Background: an optimization exercise with open tools, aiming at a short achievable clock period. Do not read the settings as production practice.
No run shown here included a check of the RTL's function; only the layout flow was run.
No activity file was given, so power comes from the tool's default toggle rates.

### flow/flow/run.sh
#!/bin/bash
# The standard layout (standard.sh: ORFS with the design's SDC and
# settings), except that repair_timing gets a large setup margin, so the
# resizer keeps shortening the critical paths well past the 34 ns that the
# SDC asks for.
set -euo pipefail
bash standard.sh SETUP_SLACK_MARGIN=25 finish > standard_flow.log 2>&1
### flow/standard.sh
#!/bin/bash
# synth_recipe.tcl (not shown) runs the flow's synth.tcl, then flattens the netlist and writes it again
# the make line also repeats each setting of config.mk as NAME=value (left out here)
make -C /OpenROAD-flow-scripts/flow DESIGN_CONFIG=/design/flow/config.mk WORK_HOME=/design/flow/orfs CLKGATE_MAP_FILE= SYNTH_SCRIPT=/design/flow/synth_recipe.tcl "${@:-finish}"
### flow/config.mk
export PLATFORM = sky130hd
export DESIGN_NAME = ALU_TOP
export DESIGN_NICKNAME = ALU_TOP
export VERILOG_FILES = /design/flow/design.v
export SDC_FILE = /design/flow/constraint.sdc
export NUM_CORES = 4
export LEC_CHECK = 0
export CAP_MARGIN = 20
export CORE_MARGIN = 2
export CORE_UTILIZATION = 40
export SLEW_MARGIN = 20
### flow/constraint.sdc
create_clock -name core_clock -period 34.0 [get_ports {CLK}]
set_input_delay 6.8000 -clock core_clock [delete_from_list [all_inputs] [get_ports {CLK}]]
set_output_delay 6.8000 -clock core_clock [all_outputs]
set_load 0.01 [all_outputs]
### flow/design.v
module decoder (
input       wire      [1:0]   alu_fun_d,
output      reg       [3:0]   EN_Signals
);
always @(*) begin
 case (alu_fun_d)
    2'b00:  EN_Signals = 4'b1000;
    2'b01:  EN_Signals = 4'b0100;
    2'b10:  EN_Signals = 4'b0010;
    2'b11:  EN_Signals = 4'b0001;
endcase
end
endmodule
module arithmetic_u #(
    parameter WIDTH = 16)
(
  input  wire               A_EN,
  input  wire [1:0]         ALU_fun_AU,
  input  wire [WIDTH-1:0]   IN1,
  input  wire [WIDTH-1:0]   IN2,
  output reg  [WIDTH-1:0]   Arith_Out,    
  output reg                Carry_Out,
  output wire               Arith_flag,
  output wire               Div_sel,
  output wire               Mul_sel
);
assign Arith_flag = A_EN;
assign Div_sel    = A_EN & (ALU_fun_AU == 2'b11);
assign Mul_sel    = A_EN & (ALU_fun_AU == 2'b10);
always @(*)
begin
    Arith_Out = 0;
    Carry_Out = 0;
    if (A_EN)
      case (ALU_fun_AU)
        2'b00: {Carry_Out, Arith_Out} = IN1 + IN2;
        2'b01: Arith_Out = IN1 - IN2;
        default: Arith_Out = 0;
      endcase
end
endmodule
module mul_u (
  input  wire          CLK,
  input  wire          RST,
  input  wire          EN,
  input  wire [15:0]   A,
  input  wire [15:0]   B,
  output wire [15:0]   P
);
reg [15:0] r_P;
always @(posedge CLK or negedge RST)
begin
    if (!RST)
        r_P <= 16'd0;
    else
        r_P <= EN ? A * B : 16'd0;
end
assign P = r_P;
endmodule
module div_u (
  input  wire          CLK,
  input  wire          RST,
  input  wire          EN,
  input  wire [15:0]   A,
  input  wire [15:0]   B,
  output wire [15:0]   Q
);
wire [20:0] M0 = 21'd0;
wire [20:0] M1 = {{5{1'b0}}, B};
wire [20:0] M2;
wire [20:0] M3;
wire [20:0] M4;
wire [20:0] M5;
wire [20:0] M6;
wire [20:0] M7;
wire [20:0] M8;
wire [20:0] M9;
wire [20:0] M10;
wire [20:0] M11;
wire [20:0] M12;
wire [20:0] M13;
wire [20:0] M14;
wire [20:0] M15;
wire [20:0] M16;
wire [20:0] M17;
wire [20:0] M18;
wire [20:0] M19;
wire [20:0] M20;
wire [20:0] M21;
wire [20:0] M22;
wire [20:0] M23;
wire [20:0] M24;
wire [20:0] M25;
wire [20:0] M26;
wire [20:0] M27;
wire [20:0] M28;
wire [20:0] M29;
wire [20:0] M30;
wire [20:0] M31;
assign M2 = {M1[19:0], 1'b0};
assign M3 = (M1 << 2) - M1;
assign M4 = {M2[19:0], 1'b0};
assign M5 = M1 + (M1 << 2);
assign M6 = {M3[19:0], 1'b0};
assign M7 = (M1 << 3) - M1;
assign M8 = {M4[19:0], 1'b0};
assign M9 = M1 + (M1 << 3);
assign M10 = {M5[19:0], 1'b0};
assign M11 = (M3 << 2) - M1;
assign M12 = {M6[19:0], 1'b0};
assign M13 = M1 + (M3 << 2);
assign M14 = {M7[19:0], 1'b0};
assign M15 = (M1 << 4) - M1;
assign M16 = {M8[19:0], 1'b0};
assign M17 = M1 + (M1 << 4);
assign M18 = {M9[19:0], 1'b0};
assign M19 = (M5 << 2) - M1;
assign M20 = {M10[19:0], 1'b0};
assign M21 = M1 + (M5 << 2);
assign M22 = {M11[19:0], 1'b0};
assign M23 = (M3 << 3) - M1;
assign M24 = {M12[19:0], 1'b0};
assign M25 = M1 + (M3 << 3);
assign M26 = {M13[19:0], 1'b0};
assign M27 = (M7 << 2) - M1;
assign M28 = {M14[19:0], 1'b0};
assign M29 = M1 + (M7 << 2);
assign M30 = {M15[19:0], 1'b0};
assign M31 = (M1 << 5) - M1;
wire [4:0] A_s0;
wire [3:0] A_s1;
wire [3:0] A_s2;
wire [2:0] A_s3;
wire H0_1_c = (B <= 16'd31);
wire H0_2_c = (B <= 16'd15);
wire H0_3_c = (B <= 16'd10);
wire H0_4_c = (B <= 16'd7);
wire H0_5_c = (B <= 16'd6);
wire H0_6_c = (B <= 16'd5);
wire H0_7_c = (B <= 16'd4);
wire H0_8_c = (B <= 16'd3);
wire H0_9_c = (B <= 16'd3);
wire H0_10_c = (B <= 16'd3);
wire H0_11_c = (B <= 16'd2);
wire H0_12_c = (B <= 16'd2);
wire H0_13_c = (B <= 16'd2);
wire H0_14_c = (B <= 16'd2);
wire H0_15_c = (B <= 16'd2);
wire H0_16_c = (B <= 16'd1);
wire H0_17_c = (B <= 16'd1);
wire H0_18_c = (B <= 16'd1);
wire H0_19_c = (B <= 16'd1);
wire H0_20_c = (B <= 16'd1);
wire H0_21_c = (B <= 16'd1);
wire H0_22_c = (B <= 16'd1);
wire H0_23_c = (B <= 16'd1);
wire H0_24_c = (B <= 16'd1);
wire H0_25_c = (B <= 16'd1);
wire H0_26_c = (B <= 16'd1);
wire H0_27_c = (B <= 16'd1);
wire H0_28_c = (B <= 16'd1);
wire H0_29_c = (B <= 16'd1);
wire H0_30_c = (B <= 16'd1);
wire H0_31_c = (B <= 16'd1);
wire H1_1_c = (B <= 16'd511);
wire H1_2_c = (B <= 16'd255);
wire H1_3_c = (B <= 16'd170);
wire H1_4_c = (B <= 16'd127);
wire H1_5_c = (B <= 16'd102);
wire H1_6_c = (B <= 16'd85);
wire H1_7_c = (B <= 16'd73);
wire H1_8_c = (B <= 16'd63);
wire H1_9_c = (B <= 16'd56);
wire H1_10_c = (B <= 16'd51);
wire H1_11_c = (B <= 16'd46);
wire H1_12_c = (B <= 16'd42);
wire H1_13_c = (B <= 16'd39);
wire H1_14_c = (B <= 16'd36);
wire H1_15_c = (B <= 16'd34);
wire H2_1_c = (B <= 16'd8191);
wire H2_2_c = (B <= 16'd4095);
wire H2_3_c = (B <= 16'd2730);
wire H2_4_c = (B <= 16'd2047);
wire H2_5_c = (B <= 16'd1638);
wire H2_6_c = (B <= 16'd1365);
wire H2_7_c = (B <= 16'd1170);
wire H2_8_c = (B <= 16'd1023);
wire H2_9_c = (B <= 16'd910);
wire H2_10_c = (B <= 16'd819);
wire H2_11_c = (B <= 16'd744);
wire H2_12_c = (B <= 16'd682);
wire H2_13_c = (B <= 16'd630);
wire H2_14_c = (B <= 16'd585);
wire H2_15_c = (B <= 16'd546);
wire H3_2_c = (B <= 16'd32767);
wire H3_3_c = (B <= 16'd21845);
wire H3_4_c = (B <= 16'd16383);
wire H3_5_c = (B <= 16'd13107);
wire H3_6_c = (B <= 16'd10922);
wire H3_7_c = (B <= 16'd9362);
assign A_s0 = A[15:11];
assign A_s1 = A[10:7];
wire [4:0] X0 = A_s0;
wire [5:0] D0_1 = {1'b0, X0} - {1'b0, M1[4:0]};
wire T0_1 = H0_1_c & ~D0_1[5];
wire [5:0] D0_2 = {1'b0, X0} - {1'b0, M2[4:0]};
wire T0_2 = H0_2_c & ~D0_2[5];
wire [5:0] D0_3 = {1'b0, X0} - {1'b0, M3[4:0]};
wire T0_3 = H0_3_c & ~D0_3[5];
wire [5:0] D0_4 = {1'b0, X0} - {1'b0, M4[4:0]};
wire T0_4 = H0_4_c & ~D0_4[5];
wire [5:0] D0_5 = {1'b0, X0} - {1'b0, M5[4:0]};
wire T0_5 = H0_5_c & ~D0_5[5];
wire [5:0] D0_6 = {1'b0, X0} - {1'b0, M6[4:0]};
wire T0_6 = H0_6_c & ~D0_6[5];
wire [5:0] D0_7 = {1'b0, X0} - {1'b0, M7[4:0]};
wire T0_7 = H0_7_c & ~D0_7[5];
wire [5:0] D0_8 = {1'b0, X0} - {1'b0, M8[4:0]};
wire T0_8 = H0_8_c & ~D0_8[5];
wire [5:0] D0_9 = {1'b0, X0} - {1'b0, M9[4:0]};
wire T0_9 = H0_9_c & ~D0_9[5];
wire [5:0] D0_10 = {1'b0, X0} - {1'b0, M10[4:0]};
wire T0_10 = H0_10_c & ~D0_10[5];
wire [5:0] D0_11 = {1'b0, X0} - {1'b0, M11[4:0]};
wire T0_11 = H0_11_c & ~D0_11[5];
wire [5:0] D0_12 = {1'b0, X0} - {1'b0, M12[4:0]};
wire T0_12 = H0_12_c & ~D0_12[5];
wire [5:0] D0_13 = {1'b0, X0} - {1'b0, M13[4:0]};
wire T0_13 = H0_13_c & ~D0_13[5];
wire [5:0] D0_14 = {1'b0, X0} - {1'b0, M14[4:0]};
wire T0_14 = H0_14_c & ~D0_14[5];
wire [5:0] D0_15 = {1'b0, X0} - {1'b0, M15[4:0]};
wire T0_15 = H0_15_c & ~D0_15[5];
wire [5:0] D0_16 = {1'b0, X0} - {1'b0, M16[4:0]};
wire T0_16 = H0_16_c & ~D0_16[5];
wire [5:0] D0_17 = {1'b0, X0} - {1'b0, M17[4:0]};
wire T0_17 = H0_17_c & ~D0_17[5];
wire [5:0] D0_18 = {1'b0, X0} - {1'b0, M18[4:0]};
wire T0_18 = H0_18_c & ~D0_18[5];
wire [5:0] D0_19 = {1'b0, X0} - {1'b0, M19[4:0]};
wire T0_19 = H0_19_c & ~D0_19[5];
wire [5:0] D0_20 = {1'b0, X0} - {1'b0, M20[4:0]};
wire T0_20 = H0_20_c & ~D0_20[5];
wire [5:0] D0_21 = {1'b0, X0} - {1'b0, M21[4:0]};
wire T0_21 = H0_21_c & ~D0_21[5];
wire [5:0] D0_22 = {1'b0, X0} - {1'b0, M22[4:0]};
wire T0_22 = H0_22_c & ~D0_22[5];
wire [5:0] D0_23 = {1'b0, X0} - {1'b0, M23[4:0]};
wire T0_23 = H0_23_c & ~D0_23[5];
wire [5:0] D0_24 = {1'b0, X0} - {1'b0, M24[4:0]};
wire T0_24 = H0_24_c & ~D0_24[5];
wire [5:0] D0_25 = {1'b0, X0} - {1'b0, M25[4:0]};
wire T0_25 = H0_25_c & ~D0_25[5];
wire [5:0] D0_26 = {1'b0, X0} - {1'b0, M26[4:0]};
wire T0_26 = H0_26_c & ~D0_26[5];
wire [5:0] D0_27 = {1'b0, X0} - {1'b0, M27[4:0]};
wire T0_27 = H0_27_c & ~D0_27[5];
wire [5:0] D0_28 = {1'b0, X0} - {1'b0, M28[4:0]};
wire T0_28 = H0_28_c & ~D0_28[5];
wire [5:0] D0_29 = {1'b0, X0} - {1'b0, M29[4:0]};
wire T0_29 = H0_29_c & ~D0_29[5];
wire [5:0] D0_30 = {1'b0, X0} - {1'b0, M30[4:0]};
wire T0_30 = H0_30_c & ~D0_30[5];
wire [5:0] D0_31 = {1'b0, X0} - {1'b0, M31[4:0]};
wire T0_31 = H0_31_c & ~D0_31[5];
wire S0_t0 = 1'b1;
wire S0_t32 = 1'b0;
wire S0_0 = S0_t0 & ~T0_1;
wire S0_1 = T0_1 & ~T0_2;
wire S0_2 = T0_2 & ~T0_3;
wire S0_3 = T0_3 & ~T0_4;
wire S0_4 = T0_4 & ~T0_5;
wire S0_5 = T0_5 & ~T0_6;
wire S0_6 = T0_6 & ~T0_7;
wire S0_7 = T0_7 & ~T0_8;
wire S0_8 = T0_8 & ~T0_9;
wire S0_9 = T0_9 & ~T0_10;
wire S0_10 = T0_10 & ~T0_11;
wire S0_11 = T0_11 & ~T0_12;
wire S0_12 = T0_12 & ~T0_13;
wire S0_13 = T0_13 & ~T0_14;
wire S0_14 = T0_14 & ~T0_15;
wire S0_15 = T0_15 & ~T0_16;
wire S0_16 = T0_16 & ~T0_17;
wire S0_17 = T0_17 & ~T0_18;
wire S0_18 = T0_18 & ~T0_19;
wire S0_19 = T0_19 & ~T0_20;
wire S0_20 = T0_20 & ~T0_21;
wire S0_21 = T0_21 & ~T0_22;
wire S0_22 = T0_22 & ~T0_23;
wire S0_23 = T0_23 & ~T0_24;
wire S0_24 = T0_24 & ~T0_25;
wire S0_25 = T0_25 & ~T0_26;
wire S0_26 = T0_26 & ~T0_27;
wire S0_27 = T0_27 & ~T0_28;
wire S0_28 = T0_28 & ~T0_29;
wire S0_29 = T0_29 & ~T0_30;
wire S0_30 = T0_30 & ~T0_31;
wire S0_31 = T0_31 & ~S0_t32;
wire Qd0_0 = S0_1 | S0_3 | S0_5 | S0_7 | S0_9 | S0_11 | S0_13 | S0_15 | S0_17 | S0_19 | S0_21 | S0_23 | S0_25 | S0_27 | S0_29 | S0_31;
wire Qd0_1 = S0_2 | S0_3 | S0_6 | S0_7 | S0_10 | S0_11 | S0_14 | S0_15 | S0_18 | S0_19 | S0_22 | S0_23 | S0_26 | S0_27 | S0_30 | S0_31;
wire Qd0_2 = S0_4 | S0_5 | S0_6 | S0_7 | S0_12 | S0_13 | S0_14 | S0_15 | S0_20 | S0_21 | S0_22 | S0_23 | S0_28 | S0_29 | S0_30 | S0_31;
wire Qd0_3 = S0_8 | S0_9 | S0_10 | S0_11 | S0_12 | S0_13 | S0_14 | S0_15 | S0_24 | S0_25 | S0_26 | S0_27 | S0_28 | S0_29 | S0_30 | S0_31;
wire Qd0_4 = S0_16 | S0_17 | S0_18 | S0_19 | S0_20 | S0_21 | S0_22 | S0_23 | S0_24 | S0_25 | S0_26 | S0_27 | S0_28 | S0_29 | S0_30 | S0_31;
wire [4:0] Qd0 = {Qd0_4, Qd0_3, Qd0_2, Qd0_1, Qd0_0};
wire [4:0] R1 = ({5{S0_0}} & X0[4:0])
    | ({5{S0_1}} & D0_1[4:0])
    | ({5{S0_2}} & D0_2[4:0])
    | ({5{S0_3}} & D0_3[4:0])
    | ({5{S0_4}} & D0_4[4:0])
    | ({5{S0_5}} & D0_5[4:0])
    | ({5{S0_6}} & D0_6[4:0])
    | ({5{S0_7}} & D0_7[4:0])
    | ({5{S0_8}} & D0_8[4:0])
    | ({5{S0_9}} & D0_9[4:0])
    | ({5{S0_10}} & D0_10[4:0])
    | ({5{S0_11}} & D0_11[4:0])
    | ({5{S0_12}} & D0_12[4:0])
    | ({5{S0_13}} & D0_13[4:0])
    | ({5{S0_14}} & D0_14[4:0])
    | ({5{S0_15}} & D0_15[4:0])
    | ({5{S0_16}} & D0_16[4:0])
    | ({5{S0_17}} & D0_17[4:0])
    | ({5{S0_18}} & D0_18[4:0])
    | ({5{S0_19}} & D0_19[4:0])
    | ({5{S0_20}} & D0_20[4:0])
    | ({5{S0_21}} & D0_21[4:0])
    | ({5{S0_22}} & D0_22[4:0])
    | ({5{S0_23}} & D0_23[4:0])
    | ({5{S0_24}} & D0_24[4:0])
    | ({5{S0_25}} & D0_25[4:0])
    | ({5{S0_26}} & D0_26[4:0])
    | ({5{S0_27}} & D0_27[4:0])
    | ({5{S0_28}} & D0_28[4:0])
    | ({5{S0_29}} & D0_29[4:0])
    | ({5{S0_30}} & D0_30[4:0])
    | ({5{S0_31}} & D0_31[4:0]);
wire [8:0] X1 = {R1, A_s1};
wire [9:0] D1_1 = {1'b0, X1} - {1'b0, M1[8:0]};
wire T1_1 = H1_1_c & ~D1_1[9];
wire [9:0] D1_2 = {1'b0, X1} - {1'b0, M2[8:0]};
wire T1_2 = H1_2_c & ~D1_2[9];
wire [9:0] D1_3 = {1'b0, X1} - {1'b0, M3[8:0]};
wire T1_3 = H1_3_c & ~D1_3[9];
wire [9:0] D1_4 = {1'b0, X1} - {1'b0, M4[8:0]};
wire T1_4 = H1_4_c & ~D1_4[9];
wire [9:0] D1_5 = {1'b0, X1} - {1'b0, M5[8:0]};
wire T1_5 = H1_5_c & ~D1_5[9];
wire [9:0] D1_6 = {1'b0, X1} - {1'b0, M6[8:0]};
wire T1_6 = H1_6_c & ~D1_6[9];
wire [9:0] D1_7 = {1'b0, X1} - {1'b0, M7[8:0]};
wire T1_7 = H1_7_c & ~D1_7[9];
wire [9:0] D1_8 = {1'b0, X1} - {1'b0, M8[8:0]};
wire T1_8 = H1_8_c & ~D1_8[9];
wire [9:0] D1_9 = {1'b0, X1} - {1'b0, M9[8:0]};
wire T1_9 = H1_9_c & ~D1_9[9];
wire [9:0] D1_10 = {1'b0, X1} - {1'b0, M10[8:0]};
wire T1_10 = H1_10_c & ~D1_10[9];
wire [9:0] D1_11 = {1'b0, X1} - {1'b0, M11[8:0]};
wire T1_11 = H1_11_c & ~D1_11[9];
wire [9:0] D1_12 = {1'b0, X1} - {1'b0, M12[8:0]};
wire T1_12 = H1_12_c & ~D1_12[9];
wire [9:0] D1_13 = {1'b0, X1} - {1'b0, M13[8:0]};
wire T1_13 = H1_13_c & ~D1_13[9];
wire [9:0] D1_14 = {1'b0, X1} - {1'b0, M14[8:0]};
wire T1_14 = H1_14_c & ~D1_14[9];
wire [9:0] D1_15 = {1'b0, X1} - {1'b0, M15[8:0]};
wire T1_15 = H1_15_c & ~D1_15[9];
wire S1_t0 = 1'b1;
wire S1_t16 = 1'b0;
wire S1_0 = S1_t0 & ~T1_1;
wire S1_1 = T1_1 & ~T1_2;
wire S1_2 = T1_2 & ~T1_3;
wire S1_3 = T1_3 & ~T1_4;
wire S1_4 = T1_4 & ~T1_5;
wire S1_5 = T1_5 & ~T1_6;
wire S1_6 = T1_6 & ~T1_7;
wire S1_7 = T1_7 & ~T1_8;
wire S1_8 = T1_8 & ~T1_9;
wire S1_9 = T1_9 & ~T1_10;
wire S1_10 = T1_10 & ~T1_11;
wire S1_11 = T1_11 & ~T1_12;
wire S1_12 = T1_12 & ~T1_13;
wire S1_13 = T1_13 & ~T1_14;
wire S1_14 = T1_14 & ~T1_15;
wire S1_15 = T1_15 & ~S1_t16;
wire Qd1_0 = S1_1 | S1_3 | S1_5 | S1_7 | S1_9 | S1_11 | S1_13 | S1_15;
wire Qd1_1 = S1_2 | S1_3 | S1_6 | S1_7 | S1_10 | S1_11 | S1_14 | S1_15;
wire Qd1_2 = S1_4 | S1_5 | S1_6 | S1_7 | S1_12 | S1_13 | S1_14 | S1_15;
wire Qd1_3 = S1_8 | S1_9 | S1_10 | S1_11 | S1_12 | S1_13 | S1_14 | S1_15;
wire [3:0] Qd1 = {Qd1_3, Qd1_2, Qd1_1, Qd1_0};
wire [8:0] R2 = ({9{S1_0}} & X1[8:0])
    | ({9{S1_1}} & D1_1[8:0])
    | ({9{S1_2}} & D1_2[8:0])
    | ({9{S1_3}} & D1_3[8:0])
    | ({9{S1_4}} & D1_4[8:0])
    | ({9{S1_5}} & D1_5[8:0])
    | ({9{S1_6}} & D1_6[8:0])
    | ({9{S1_7}} & D1_7[8:0])
    | ({9{S1_8}} & D1_8[8:0])
    | ({9{S1_9}} & D1_9[8:0])
    | ({9{S1_10}} & D1_10[8:0])
    | ({9{S1_11}} & D1_11[8:0])
    | ({9{S1_12}} & D1_12[8:0])
    | ({9{S1_13}} & D1_13[8:0])
    | ({9{S1_14}} & D1_14[8:0])
    | ({9{S1_15}} & D1_15[8:0]);
reg [8:0] r_R;
reg [8:0] r_Q;
reg [6:0] r_A;
reg [15:0] r_M1;
reg [15:0] r_M3;
reg [15:0] r_M5;
reg [15:0] r_M7;
reg [15:0] r_M9;
reg [15:0] r_M11;
reg [15:0] r_M13;
reg [15:0] r_M15;
reg [0:0] r_H2_1;
reg [0:0] r_H2_2;
reg [0:0] r_H2_3;
reg [0:0] r_H2_4;
reg [0:0] r_H2_5;
reg [0:0] r_H2_6;
reg [0:0] r_H2_7;
reg [0:0] r_H2_8;
reg [0:0] r_H2_9;
reg [0:0] r_H2_10;
reg [0:0] r_H2_11;
reg [0:0] r_H2_12;
reg [0:0] r_H2_13;
reg [0:0] r_H2_14;
reg [0:0] r_H2_15;
reg [0:0] r_H3_2;
reg [0:0] r_H3_3;
reg [0:0] r_H3_4;
reg [0:0] r_H3_5;
reg [0:0] r_H3_6;
reg [0:0] r_H3_7;
reg [0:0] r_EN;
always @(posedge CLK or negedge RST)
begin
    if (!RST)
      begin
        r_R <= 9'd0;
        r_Q <= 9'd0;
        r_A <= 7'd0;
        r_M1 <= 16'd0;
        r_M3 <= 16'd0;
        r_M5 <= 16'd0;
        r_M7 <= 16'd0;
        r_M9 <= 16'd0;
        r_M11 <= 16'd0;
        r_M13 <= 16'd0;
        r_M15 <= 16'd0;
        r_H2_1 <= 1'd0;
        r_H2_2 <= 1'd0;
        r_H2_3 <= 1'd0;
        r_H2_4 <= 1'd0;
        r_H2_5 <= 1'd0;
        r_H2_6 <= 1'd0;
        r_H2_7 <= 1'd0;
        r_H2_8 <= 1'd0;
        r_H2_9 <= 1'd0;
        r_H2_10 <= 1'd0;
        r_H2_11 <= 1'd0;
        r_H2_12 <= 1'd0;
        r_H2_13 <= 1'd0;
        r_H2_14 <= 1'd0;
        r_H2_15 <= 1'd0;
        r_H3_2 <= 1'd0;
        r_H3_3 <= 1'd0;
        r_H3_4 <= 1'd0;
        r_H3_5 <= 1'd0;
        r_H3_6 <= 1'd0;
        r_H3_7 <= 1'd0;
        r_EN <= 1'd0;
      end
    else
      begin
        r_R <= R2;
        r_Q <= {Qd0, Qd1};
        r_A <= A[6:0];
        r_M1 <= M1[15:0];
        r_M3 <= M3[15:0];
        r_M5 <= M5[15:0];
        r_M7 <= M7[15:0];
        r_M9 <= M9[15:0];
        r_M11 <= M11[15:0];
        r_M13 <= M13[15:0];
        r_M15 <= M15[15:0];
        r_H2_1 <= H2_1_c;
        r_H2_2 <= H2_2_c;
        r_H2_3 <= H2_3_c;
        r_H2_4 <= H2_4_c;
        r_H2_5 <= H2_5_c;
        r_H2_6 <= H2_6_c;
        r_H2_7 <= H2_7_c;
        r_H2_8 <= H2_8_c;
        r_H2_9 <= H2_9_c;
        r_H2_10 <= H2_10_c;
        r_H2_11 <= H2_11_c;
        r_H2_12 <= H2_12_c;
        r_H2_13 <= H2_13_c;
        r_H2_14 <= H2_14_c;
        r_H2_15 <= H2_15_c;
        r_H3_2 <= H3_2_c;
        r_H3_3 <= H3_3_c;
        r_H3_4 <= H3_4_c;
        r_H3_5 <= H3_5_c;
        r_H3_6 <= H3_6_c;
        r_H3_7 <= H3_7_c;
        r_EN <= EN;
      end
end
wire [15:0] r_M2 = {r_M1, 1'd0};
wire [15:0] r_M4 = {r_M1, 2'd0};
wire [15:0] r_M6 = {r_M3, 1'd0};
wire [15:0] r_M8 = {r_M1, 3'd0};
wire [15:0] r_M10 = {r_M5, 1'd0};
wire [15:0] r_M12 = {r_M3, 2'd0};
wire [15:0] r_M14 = {r_M7, 1'd0};
assign A_s2 = r_A[6:3];
assign A_s3 = r_A[2:0];
wire [12:0] X2 = {r_R, A_s2};
wire [13:0] D2_1 = {1'b0, X2} - {1'b0, r_M1[12:0]};
wire T2_1 = r_H2_1 & ~D2_1[13];
wire [13:0] D2_2 = {1'b0, X2} - {1'b0, r_M2[12:0]};
wire T2_2 = r_H2_2 & ~D2_2[13];
wire [13:0] D2_3 = {1'b0, X2} - {1'b0, r_M3[12:0]};
wire T2_3 = r_H2_3 & ~D2_3[13];
wire [13:0] D2_4 = {1'b0, X2} - {1'b0, r_M4[12:0]};
wire T2_4 = r_H2_4 & ~D2_4[13];
wire [13:0] D2_5 = {1'b0, X2} - {1'b0, r_M5[12:0]};
wire T2_5 = r_H2_5 & ~D2_5[13];
wire [13:0] D2_6 = {1'b0, X2} - {1'b0, r_M6[12:0]};
wire T2_6 = r_H2_6 & ~D2_6[13];
wire [13:0] D2_7 = {1'b0, X2} - {1'b0, r_M7[12:0]};
wire T2_7 = r_H2_7 & ~D2_7[13];
wire [13:0] D2_8 = {1'b0, X2} - {1'b0, r_M8[12:0]};
wire T2_8 = r_H2_8 & ~D2_8[13];
wire [13:0] D2_9 = {1'b0, X2} - {1'b0, r_M9[12:0]};
wire T2_9 = r_H2_9 & ~D2_9[13];
wire [13:0] D2_10 = {1'b0, X2} - {1'b0, r_M10[12:0]};
wire T2_10 = r_H2_10 & ~D2_10[13];
wire [13:0] D2_11 = {1'b0, X2} - {1'b0, r_M11[12:0]};
wire T2_11 = r_H2_11 & ~D2_11[13];
wire [13:0] D2_12 = {1'b0, X2} - {1'b0, r_M12[12:0]};
wire T2_12 = r_H2_12 & ~D2_12[13];
wire [13:0] D2_13 = {1'b0, X2} - {1'b0, r_M13[12:0]};
wire T2_13 = r_H2_13 & ~D2_13[13];
wire [13:0] D2_14 = {1'b0, X2} - {1'b0, r_M14[12:0]};
wire T2_14 = r_H2_14 & ~D2_14[13];
wire [13:0] D2_15 = {1'b0, X2} - {1'b0, r_M15[12:0]};
wire T2_15 = r_H2_15 & ~D2_15[13];
wire S2_t0 = 1'b1;
wire S2_t16 = 1'b0;
wire S2_0 = S2_t0 & ~T2_1;
wire S2_1 = T2_1 & ~T2_2;
wire S2_2 = T2_2 & ~T2_3;
wire S2_3 = T2_3 & ~T2_4;
wire S2_4 = T2_4 & ~T2_5;
wire S2_5 = T2_5 & ~T2_6;
wire S2_6 = T2_6 & ~T2_7;
wire S2_7 = T2_7 & ~T2_8;
wire S2_8 = T2_8 & ~T2_9;
wire S2_9 = T2_9 & ~T2_10;
wire S2_10 = T2_10 & ~T2_11;
wire S2_11 = T2_11 & ~T2_12;
wire S2_12 = T2_12 & ~T2_13;
wire S2_13 = T2_13 & ~T2_14;
wire S2_14 = T2_14 & ~T2_15;
wire S2_15 = T2_15 & ~S2_t16;
wire Qd2_0 = S2_1 | S2_3 | S2_5 | S2_7 | S2_9 | S2_11 | S2_13 | S2_15;
wire Qd2_1 = S2_2 | S2_3 | S2_6 | S2_7 | S2_10 | S2_11 | S2_14 | S2_15;
wire Qd2_2 = S2_4 | S2_5 | S2_6 | S2_7 | S2_12 | S2_13 | S2_14 | S2_15;
wire Qd2_3 = S2_8 | S2_9 | S2_10 | S2_11 | S2_12 | S2_13 | S2_14 | S2_15;
wire [3:0] Qd2 = {Qd2_3, Qd2_2, Qd2_1, Qd2_0};
wire [12:0] R3 = ({13{S2_0}} & X2[12:0])
    | ({13{S2_1}} & D2_1[12:0])
    | ({13{S2_2}} & D2_2[12:0])
    | ({13{S2_3}} & D2_3[12:0])
    | ({13{S2_4}} & D2_4[12:0])
    | ({13{S2_5}} & D2_5[12:0])
    | ({13{S2_6}} & D2_6[12:0])
    | ({13{S2_7}} & D2_7[12:0])
    | ({13{S2_8}} & D2_8[12:0])
    | ({13{S2_9}} & D2_9[12:0])
    | ({13{S2_10}} & D2_10[12:0])
    | ({13{S2_11}} & D2_11[12:0])
    | ({13{S2_12}} & D2_12[12:0])
    | ({13{S2_13}} & D2_13[12:0])
    | ({13{S2_14}} & D2_14[12:0])
    | ({13{S2_15}} & D2_15[12:0]);
wire [15:0] X3 = {R3, A_s3};
wire [16:0] D3_1 = {1'b0, X3} - {1'b0, r_M1[15:0]};
wire T3_1 = ~D3_1[16];
wire [16:0] D3_2 = {1'b0, X3} - {1'b0, r_M2[15:0]};
wire T3_2 = r_H3_2 & ~D3_2[16];
wire [16:0] D3_3 = {1'b0, X3} - {1'b0, r_M3[15:0]};
wire T3_3 = r_H3_3 & ~D3_3[16];
wire [16:0] D3_4 = {1'b0, X3} - {1'b0, r_M4[15:0]};
wire T3_4 = r_H3_4 & ~D3_4[16];
wire [16:0] D3_5 = {1'b0, X3} - {1'b0, r_M5[15:0]};
wire T3_5 = r_H3_5 & ~D3_5[16];
wire [16:0] D3_6 = {1'b0, X3} - {1'b0, r_M6[15:0]};
wire T3_6 = r_H3_6 & ~D3_6[16];
wire [16:0] D3_7 = {1'b0, X3} - {1'b0, r_M7[15:0]};
wire T3_7 = r_H3_7 & ~D3_7[16];
wire S3_t0 = 1'b1;
wire S3_t8 = 1'b0;
wire S3_0 = S3_t0 & ~T3_1;
wire S3_1 = T3_1 & ~T3_2;
wire S3_2 = T3_2 & ~T3_3;
wire S3_3 = T3_3 & ~T3_4;
wire S3_4 = T3_4 & ~T3_5;
wire S3_5 = T3_5 & ~T3_6;
wire S3_6 = T3_6 & ~T3_7;
wire S3_7 = T3_7 & ~S3_t8;
wire Qd3_0 = S3_1 | S3_3 | S3_5 | S3_7;
wire Qd3_1 = S3_2 | S3_3 | S3_6 | S3_7;
wire Qd3_2 = S3_4 | S3_5 | S3_6 | S3_7;
wire [2:0] Qd3 = {Qd3_2, Qd3_1, Qd3_0};
assign Q = {16{r_EN}} & {r_Q, Qd2, Qd3};
endmodule
module logic_u # (
    parameter WIDTH=16)
(
  input    wire                  CLK,
  input    wire                  L_EN,
  input    wire   [1:0]          ALU_fun_LU,
  input    wire   [WIDTH-1 :0]   IN1, 
  input    wire   [WIDTH-1 :0]   IN2, 
  output   reg    [WIDTH-1 :0]   Logic_Out,                 
  output   reg                   Logic_flag
);
always @(*) 
begin
    if (L_EN)
      begin
        Logic_flag = 1 ;
        case (ALU_fun_LU)
          2'b00:  Logic_Out             =   IN1 & IN2;
          2'b01:  Logic_Out             =   IN1 | IN2;
          2'b10:  Logic_Out             = ~(IN1 & IN2);
          2'b11:  Logic_Out             = ~(IN1 | IN2);
        endcase  
      end
    else
      begin
      Logic_Out  = 0; 
      Logic_flag = 0;
      end
end
endmodule
module cmp_u # (
    parameter   WIDTH =16)
(
  input    wire                  CLK,
  input    wire                  C_EN,
  input    wire   [1:0]          ALU_fun_CU,
  input    wire   [WIDTH-1 :0]   IN1, 
  input    wire   [WIDTH-1 :0]   IN2, 
  output   reg    [WIDTH-1 :0]   CMP_Out,                  
  output   reg                   CMP_flag
);
always @(*) 
begin
    if (C_EN)
      begin
     CMP_flag = 1 ;
        case (ALU_fun_CU)
          2'b00:  CMP_Out       = 0;
          2'b01:  CMP_Out       =(IN1==IN2)? 'd1:0;
          2'b10:  CMP_Out       =(IN1>IN2)?  'd2:0;
          2'b11:  CMP_Out       =(IN1<IN2)?  'd3:0;
        endcase  
      end
    else
      begin
     CMP_Out  = 0; 
     CMP_flag = 0;
      end
end
endmodule
module shift_u# (
    parameter   WIDTH =16)
(
  input    wire                  CLK,
  input    wire                  S_EN,
  input    wire   [1:0]          ALU_fun_SU,
  input    wire   [WIDTH-1 :0]   IN1, 
  input    wire   [WIDTH-1 :0]   IN2, 
  output   reg    [WIDTH-1 :0]   SHIFT_Out,                  
  output   reg                   SHIFT_Flag
);
always @(*) 
begin
    if (S_EN)
      begin
     SHIFT_Flag = 1 ;
        case (ALU_fun_SU)
          2'b00:  SHIFT_Out       = IN1 >>1;
          2'b01:  SHIFT_Out       = IN1 <<1;
          2'b10:  SHIFT_Out       = IN2 >>1;
          2'b11:  SHIFT_Out       = IN2 <<1;
        endcase  
      end
    else
      begin
     SHIFT_Out   = 0; 
     SHIFT_Flag = 0;
      end
end
endmodule
module ALU_TOP #(
parameter WIDTH =16)
(
  input    wire                       CLK,RST,
  input    wire       [3:0]           ALU_FUN,
  input    wire       [WIDTH-1:0]     A,B,
  output   wire       [WIDTH-1:0]     Arith_Out,
  output   reg        [WIDTH-1:0]     Logic_Out,
  output   reg        [WIDTH-1:0]     CMP_Out,
  output   reg        [WIDTH-1:0]     SHIFT_Out,
  output   reg                        Carry_Out,
  output   reg        [3:0]           flags_reg
);
wire    [3:0] EN_D_out ;   
wire   [WIDTH-1:0]  Arith_Out_c,Logic_Out_c;
wire   [WIDTH-1:0]  CMP_Out_c,SHIFT_Out_c;
wire                Arith_F_c,Logic_F_c,Carry_Out_c;
wire                CMP_F_c,SHIFT_F_c;
wire   [3:0]        flags_c;
wire                Div_sel_c,Mul_sel_c;
wire   [WIDTH-1:0]  Div_Q,Mul_P;
reg    [WIDTH-1:0]  Arith_r;    
assign  flags_c = {SHIFT_F_c,CMP_F_c,Logic_F_c,Arith_F_c} ;
assign  Arith_Out = Arith_r | Div_Q | Mul_P ;
always @(posedge CLK or negedge RST )
begin
    if (!RST)
     begin
        Arith_r   <= 0;
        Carry_Out <= 0;
        Logic_Out <= 0;
        CMP_Out   <= 0;
        SHIFT_Out <= 0;
        flags_reg <= 0;
     end
    else
     begin
        Arith_r   <= Arith_Out_c;
        Carry_Out <= Carry_Out_c;
        Logic_Out <= Logic_Out_c;
        CMP_Out   <= CMP_Out_c;
        SHIFT_Out <= SHIFT_Out_c;
        flags_reg <= flags_c;
     end
end
decoder d_U (
.alu_fun_d(ALU_FUN[3:2]),
.EN_Signals(EN_D_out)
);
arithmetic_u A_U (
.IN1(A),
.IN2(B),
.A_EN(EN_D_out[3]),
.ALU_fun_AU(ALU_FUN[1:0]),
.Arith_Out(Arith_Out_c),
.Carry_Out(Carry_Out_c),
.Arith_flag(Arith_F_c),
.Div_sel(Div_sel_c),
.Mul_sel(Mul_sel_c)
);
mul_u M_U (
.CLK(CLK),
.RST(RST),
.EN(Mul_sel_c),
.A(A),
.B(B),
.P(Mul_P)
);
div_u D_U (
.CLK(CLK),
.RST(RST),
.EN(Div_sel_c),
.A(A),
.B(B),
.Q(Div_Q)
);
logic_u L_U (
.IN1(A),
.IN2(B),
.CLK(CLK),
.L_EN(EN_D_out[2]),
.ALU_fun_LU(ALU_FUN[1:0]),
.Logic_Out(Logic_Out_c),
.Logic_flag(Logic_F_c)
);
cmp_u C_U (
.IN1(A),
.IN2(B),
.CLK(CLK),
.C_EN(EN_D_out[1]),
.ALU_fun_CU(ALU_FUN[1:0]),
.CMP_Out(CMP_Out_c),
.CMP_flag(CMP_F_c)
);
shift_u S_U (
.IN1(A),
.IN2(B),
.CLK(CLK),
.S_EN(EN_D_out[0]),
.ALU_fun_SU(ALU_FUN[1:0]),
.SHIFT_Out(SHIFT_Out_c),
.SHIFT_Flag(SHIFT_F_c)
);
endmodule
==> flow_metrics.tcl, run 1 <==
set metrics [dict create \
    yosys_warnings 8 \
    timing_worst_slew_pin_value_ps 1147 \
    synth_seq_cells 217 \
    cp_data_arrival_time_ps 6490 \
    synth.cell_area_sq_um 35890 \
    cts_sinks 217 \
    maxCapViolations 0 \
    most_used_flip_flop_cell_after_synthesis "dfrtp_1" \
    grt_pass1_vias 37543 \
    crit_required_ps 27200 \
    cts.root.buffer_cell "clkbuf_16" \
    standard_cell_row_count 109 \
    detail_route.first_pass.iterations 6 \
    io_buffers 92 \
    fmaxAchievable_ghz 0.07522 \
    cts_tree "yes" \
    synth_cells 4391 \
    yosysUniqueCellTypes 108 \
    grt_antenna_before_repair 11 \
    multiInputGateArea_sq_um 33390 \
    area_delta_synth_final_pct 37.89 \
    hold_viol 0 \
    track_usage_pct 38.16 \
    ctsHtreeMaxLevel 1 \
    layout_cell_share_with_drive_strength_beyond_1_pct 28.65 \
    place.gp.congestion 1.011 \
    timing.critical_path.slowest_cell_delay_ps 570 \
    setup_total_negative_slack_ps 0 \
    power_per_cell_area_nw_per_um2 49.26 \
    fp.dieArea_sq_um 92150 \
    run_status "timing/DRC/antenna clean" \
    p_leak_uw 0.02187 \
    drt_iter0_markers 4474 \
    critical_path_source_type "register" \
    global_route.overflow_total 0 \
    post_synth.cell_area_avg_sq_um 8.175 \
    crit_path_top_delay_cell "dfrtp_4" \
    worst-path-max-fanout 4 \
    post-route-min-period_ps 13290 \
    setup.worst_path.class "reg2out" \
    drt-total-wl_mm 181.9 \
    synthArstFlopShare_pct 100.0 \
    drt-vias-per-instance 6.324 \
    rsz0062_at_grt "true" \
    first_pass_grt_wire_length_mm 256.3 \
    holdCritPathClass "in2async" \
    drc_errors 0 \
    clk_pin_slew_ps 60 \
    routedWlPerCell_um 29.66 \
    ant_nets 0 \
    floorplan.die.width_um 303.6 \
    nFillCells 7953 \
    layout_common_cells "466 x ha_1, 391 x buf_4, 353 x nor2_1" \
    synth_enable_flop_cells 0 \
    mostFrequentLayoutCell "ha_1" \
    crit_path_end_kind "primary output" \
    ctsLongestPathBuffers 3 \
    sequential_cell_area_sq_um 5464 \
    hold_ws_ps 6215 \
    number_of_top_level_design_ports 107 \
    dr_total_vias 38784 \
    layout_worst_path_cycle_share_pct 39.10 \
    seq_area_frac_synth_pct 15.13 \
    vdd_drop_max_v 0.0001155 \
    slew-limit-headroom_pct 23.52 \
    numCtsBuffers 28 \
    final_net_count 5695 \
    floorplan.die.height_um 303.6 \
    design.core.area_sq_um 88650 \
    grt_start_max_net_pins 104 \
    final_max_slew_viol_count 0 \
    setup_viol 0 \
    holdBufCountCts 0 \
    place.detailed.hpwl_mm 128.4 \
    crit_top_cell "buf_4" \
    start_util_pct 40.49 \
]
-- routing by layer --
metal	track usage, %	up-vias	part of all wire, %
met5	0	-	0.037
li1	-	16996	-
met4	28.40	4	9.6
met1	47.66	18785	38
met2	58.38	2307	42
met3	7.496	692	9.6
-- critical path: cells and delay by family, from the launching register on --
kind            cells  cell delay [ps]
simple gates        1               70
buf+inv            28             3580
flops               1              570
compound gates      8             1630
-- report_power, final --
| group | leakage [uW] | total, uW | internal (uW) | switching (uW) |
|---|---|---|---|---|
| combinational | 0.0187 | 1790 | 783 | 1010 |
| clock | 0.000508 | 338 | 204 | 134 |
| sequential | 0.00271 | 310 | 293 | 17.3 |
-- logic make-up after synthesis --
| kind of cell | synth area share, % |
|---|---|
| buf+inv | 5.922 |
| mux | 1.276 |
| compound gates | 23.87 |
| simple gates | 17.32 |
| other cells | 0.01045 |
| fa+ha+maj | 27.08 |
| xor+xnor | 9.384 |
| flops | 15.13 |
-- worst paths after layout --
kind / depth (start not counted) / startpoint / slack [ps] / endpoint
max: 37 / D_U.r_M1[0] / 20710 / Arith_Out[1]
min: 1 / RST / 6210 / D_U.r_M1[15]
max in group asynchronous: 2 / RST / 26060 / D_U.r_R[1]
min in group core_clock: 3 / A[3] / 6600 / D_U.r_A[3]
-- per-stage QoR --
stage | util, % | std cells | power (uW) | instance area (sq um) | setup WS, ps
floorplan | - | 4404 | 1323 | 37530 | 21980
global placement | 44.60 | 5609 | 1732 | 39540 | 19430
detailed placement | 44.60 | 5609 | 1732 | 39540 | 19570
CTS | 52.96 | 6016 | 2285 | 46950 | 20900
global route | 55.83 | 6131 | 2566 | 49490 | 20640
finish | 55.83 | 6133 | 2438 | 49490 | 20710
-- Yosys cell counts, types with 38 or more instances --
cell type | count | share of area [%]
a211oi_1 | 42 | 0.88
a21o_1 | 109 | 2.3
a21oi_1 | 294 | 4.1
a31oi_1 | 38 | 0.66
clkbuf_1 | 85 | 0.89
dfrtp_1 | 217 | 15
fa_1 | 107 | 6.0
ha_1 | 605 | 21
inv_1 | 409 | 4.3
nand2_1 | 260 | 2.7
nand2b_1 | 61 | 1.1
nand3_1 | 76 | 1.1
nor2_1 | 399 | 4.2
nor2b_1 | 91 | 1.6
nor3_1 | 109 | 1.5
o2111ai_1 | 38 | 0.93
o211ai_1 | 39 | 0.82
o21a_1 | 79 | 1.7
o21ai_0 | 205 | 2.9
o21bai_1 | 43 | 0.90
or3_1 | 41 | 0.71
xnor2_1 | 269 | 6.6
xor2_1 | 113 | 2.8
-- layout make-up --
class / count / share of cell area, %
repair buffers: 630 / 12.76
well taps: 1165 / 2.945
clock buffers: 38 / 1.633
multi-input cells: 3648 / 67.46
diodes: 2 / 0.01011
repair inverters: 3 / 0.05814
clock inverters: 13 / 0.4348
flip-flops and latches: 217 / 11.04
inverters: 417 / 3.655
-- timing repair --
action | in CTS | in global routing
cloned | 16 | 1
setup buffers | 340 | 114
pin swaps | 246 | 200
gates resized for setup | 758 | 302
setup endpoints to repair | 109 | 71
==> run 2, diff against run 1 <==
==> flow/flow/run.sh (replaced) <==
#!/bin/bash
# The standard layout (standard.sh: ORFS with the design's SDC and
# settings), with two changes:
#  - repair_timing gets a large setup margin, so the resizer keeps shortening
#    the critical paths well past the 34 ns that the SDC asks for;
#  - the port buffers that buffer_ports inserts are buf_4 cells rather than
#    the slow delay cells it picks by default.
set -euo pipefail
bash standard.sh SETUP_SLACK_MARGIN=25 'BUFFER_PORTS_ARGS=-buffer_cell sky130_fd_sc_hd__buf_4' finish > standard_flow.log 2>&1
==> run 2 against run 1 <==
  * Sequential cell count unchanged
  * Global-route usage fell by 1.6 points
  * Synthesized cell count unchanged
  * Sequential power about the same
  * Final cell count decreased by 1.6%
  * Worst setup slack better by 81 ps
  * Clock power decreased by 2%
  * Non-clock buffer count decreased by 98
  * Maximum frequency increased by 0.61%
  * Final area down 3.9%
  * Worst hold slack better by 41 ps
  * Highest routed layer unchanged
==> flow_metrics.tcl, run 2 <==
set metrics [dict create \
    run_status "timing/DRC/antenna clean" \
    standard_cell_row_count 109 \
    share_of_the_synthesized_area_in_compound_gates_ao_oa_aoi_oai_pct 23.87 \
    critical_path_source_type "register" \
    synth_most_common_cell "ha_1" \
    cp_data_arrival_time_ps 6410 \
    layout_cell_share_with_drive_strength_beyond_1_pct 27.35 \
    cts_sinks 217 \
    final_net_count 5594 \
    post-synth-top-area-cell "ha_1" \
    most_used_flip_flop_cell_after_synthesis "dfrtp_1" \
    yosysUniqueCellTypes 108 \
    floorplan.die.width_um 303.6 \
    drt-total-wl_mm 173.5 \
    vdd_drop_max_v 0.0001690 \
    drc_errors 0 \
    maxCapViolations 0 \
    fmaxAchievable_ghz 0.07569 \
    fin_util_pct 53.67 \
    largest_family_of_logic_cells_by_synthesized_area "adder cells" \
    numCtsBuffers 28 \
    track_usage_pct 36.60 \
    crit_required_ps 27200 \
    synth.cell_area_sq_um 35890 \
    post-route-min-period_ps 13210 \
    yosys.area_share.adder_pct 27.08 \
    holdBufCountCts 0 \
    dr_total_vias 38029 \
    place_ws_ps 19960 \
    biggest_area_contributors_in_the_synthesized_netlist "ha_1 21%, dfrtp_1 15%, xnor2_1 6.6%" \
    synth_seq_cells 217 \
    routedWlPerCell_um 28.76 \
    number_of_top_level_design_ports 107 \
    netlist.area_leader.share_pct 21.09 \
    clk_pin_slew_ps 60 \
    synthArstFlopShare_pct 100.0 \
    power_per_cell_area_nw_per_um2 50.48 \
    crit_path_end_kind "primary output" \
    synth_mux_area_share_pct 1.276 \
    ctsLongestPathBuffers 3 \
    drt_iter0_markers 4194 \
    hold_viol 0 \
    xor_xnor_portion_of_the_synthesized_cell_area_pct 9.384 \
    drt-vias-per-instance 6.305 \
    grt_antenna_before_repair 6 \
    yosys_warnings 8 \
    cts.root.buffer_cell "clkbuf_16" \
    place.detailed.hpwl_mm 126.7 \
    holdCritPathClass "in2async" \
    post_synth.cell_area_avg_sq_um 8.175 \
    ant_nets 0 \
    setup_viol 0 \
    rsz0062_at_grt "true" \
    slew-limit-headroom_pct 12.28 \
    start_util_pct 40.49 \
    mostFrequentLayoutCell "ha_1" \
    layout_worst_path_cycle_share_pct 38.86 \
    io_buffers 92 \
    fp.dieArea_sq_um 92150 \
    post_synth_most_frequent_cells "605 x ha_1, 409 x inv_1, 399 x nor2_1" \
    cts_tree "yes" \
    setup_total_negative_slack_ps 0 \
    nFillCells 8083 \
    synth_simple_gate_area_share_pct 17.32 \
    floorplan.die.height_um 303.6 \
    place.gp.congestion 1.066 \
    grt_start_max_net_pins 102 \
    final_max_slew_viol_count 0 \
    seq_area_frac_synth_pct 15.13 \
    synth_enable_flop_cells 0 \
    global_route.overflow_total 0 \
    layout_common_cells "485 x ha_1, 396 x buf_4, 368 x nor2_1" \
    worst-path-max-fanout 12 \
    setup.worst_path.class "reg2out" \
    first_pass_grt_wire_length_mm 247.2 \
    detail_route.first_pass.iterations 9 \
    ctsHtreeMaxLevel 1 \
    synth_cells 4391 \
    p_leak_uw 0.02121 \
    timing_worst_slew_pin_value_ps 1306 \
    design.core.area_sq_um 88650 \
    post-route-worst-setup-slack_ps 20790 \
    area_delta_synth_final_pct 32.54 \
    grt_pass1_vias 36715 \
]
run 2: cell counts after synthesis:
Identical to the previous run, type by type.
run 2: worst max-delay path: stages, from the launching register on:
cell and delay, ps:
dfrtp_2 430, clkinvlp_4 240, buf_4 210, ha_2 310
a21o_1 210, nand2_1 80, and3_4 230, o31ai_4 90
a41oi_1 250, buf_6 190, nor2b_1 50, buf_4 200
a22oi_1 200, o211ai_1 180, or4b_4 650, buf_4 190
ha_4 230, a21o_1 160, a211oi_2 240, nand2_1 110
a31oi_1 160, a21oi_1 60, o311a_1 180, a2111o_1 440
a211o_1 350, buf_6 150
run 2: repair_timing:
item | 4_1_cts | 5_1_grt
resized for setup | 589 | 253
pin swaps | 197 | 151
endpoints found under the setup margin | 82 | 65
setup buffers | 319 | 74
gates cloned | 8 | 0
run 2: power by group:
| part | internal (uW) | switching [uW] |
|---|---|---|
| Clock | 192 | 139 |
| Combinational | 766 | 995 |
| Sequential | 293 | 16.8 |
| Total | 1250 | 1150 |
run 2: metal layers:
metal | GRT usage (%) | wire length, um | vias to the layer above
met1 | 46.76 | 67720 | 18366
met4 | 28.41 | 16630 | 2
met5 | 0 | 8 | -
li1 | - | - | 16759
met2 | 54.98 | 72910 | 2267
met3 | 6.097 | 16210 | 635
run 2: kinds of logic after synthesis:
logic type | Yosys count
other | 1
flip-flops | 217
adder cells (fa/ha/maj) | 713
multiplexers | 28
buffers and inverters | 541
AO/OA/AOI/OAI | 1248
AND/OR/NAND/NOR | 1260
XOR/XNOR | 383
run 2: layout make-up:
type,count,area [sq um],share of cell area (%)
inverters,417,1769,3.719
clock inverters,21,281.5,0.5917
multi-input cells,3646,32820,68.98
clock buffers,31,711.9,1.496
well taps,1165,1458,3.064
flip-flops and latches,217,5465,11.49
diodes,1,2.502,0.005260
repair inverters,2,25.02,0.05260
repair buffers,532,5046,10.61
run 2: worst max path at each step:
| stage | startpoint | to | slack [ps] | cells past startpoint |
|---|---|---|---|---|
| 6_report | D_U.r_M1[3] | Arith_Out[1] | 20790 | 25 |
| 5_1_grt | D_U.r_M1[1] | Arith_Out[1] | 20740 | 26 |
| 2_1_floorplan | B[0] | D_U.r_R[5] | 21980 | 26 |
| 3_3_place_gp | B[0] | D_U.r_R[4] | 18940 | 21 |
| 3_5_place_dp | B[2] | D_U.r_R[7] | 19960 | 24 |
| 4_1_cts | D_U.r_A[4] | Arith_Out[1] | 20850 | 23 |
run 2: metrics by stage:
stage | instances | hold WS [ps] | total power [uW] | area, sq um
after floorplan | 4404 | 6504 | 1323 | 37530
after global placement | 5575 | 6910 | 1722 | 39110
after detailed placement | 5578 | 6914 | 1724 | 39130
after CTS | 5957 | 6290 | 2278 | 45750
after global routing | 6031 | 6339 | 2538 | 47570
final | 6032 | 6255 | 2401 | 47570

## port drivers added, routing unchanged
How much do the figures lean on ideal ports? The routed layouts below were timed once more, with nothing changed but the port constraints. Step 1 (the two cells are an assumption about what drives the block):
set clk [get_ports {CLK}]
set_driving_cell -lib_cell sky130_fd_sc_hd__clkbuf_16 $clk
set_driving_cell -lib_cell sky130_fd_sc_hd__buf_2 [delete_from_list [all_inputs] $clk]
Step 2 times the ports against the registers' clock, not the clock port: input delays grow and output delays shrink by t, the midpoint of the rising clock arrivals with the driver on. a / b / c = no drivers / after step 1 / after step 2; a / b = the first two.
run | shift t [ns] | setup WS [ns] | worst setup path at the end | slew at the worst register clock pin (ns)
run 1 | 0.662 | 20.706 / 20.642 / 21.074 | input to register | 0.07 / 0.07
run 2 | 0.647 | 20.788 / 20.731 / 21.013 | input to register | 0.07 / 0.07
After both steps setup and hold are still met in every run listed.
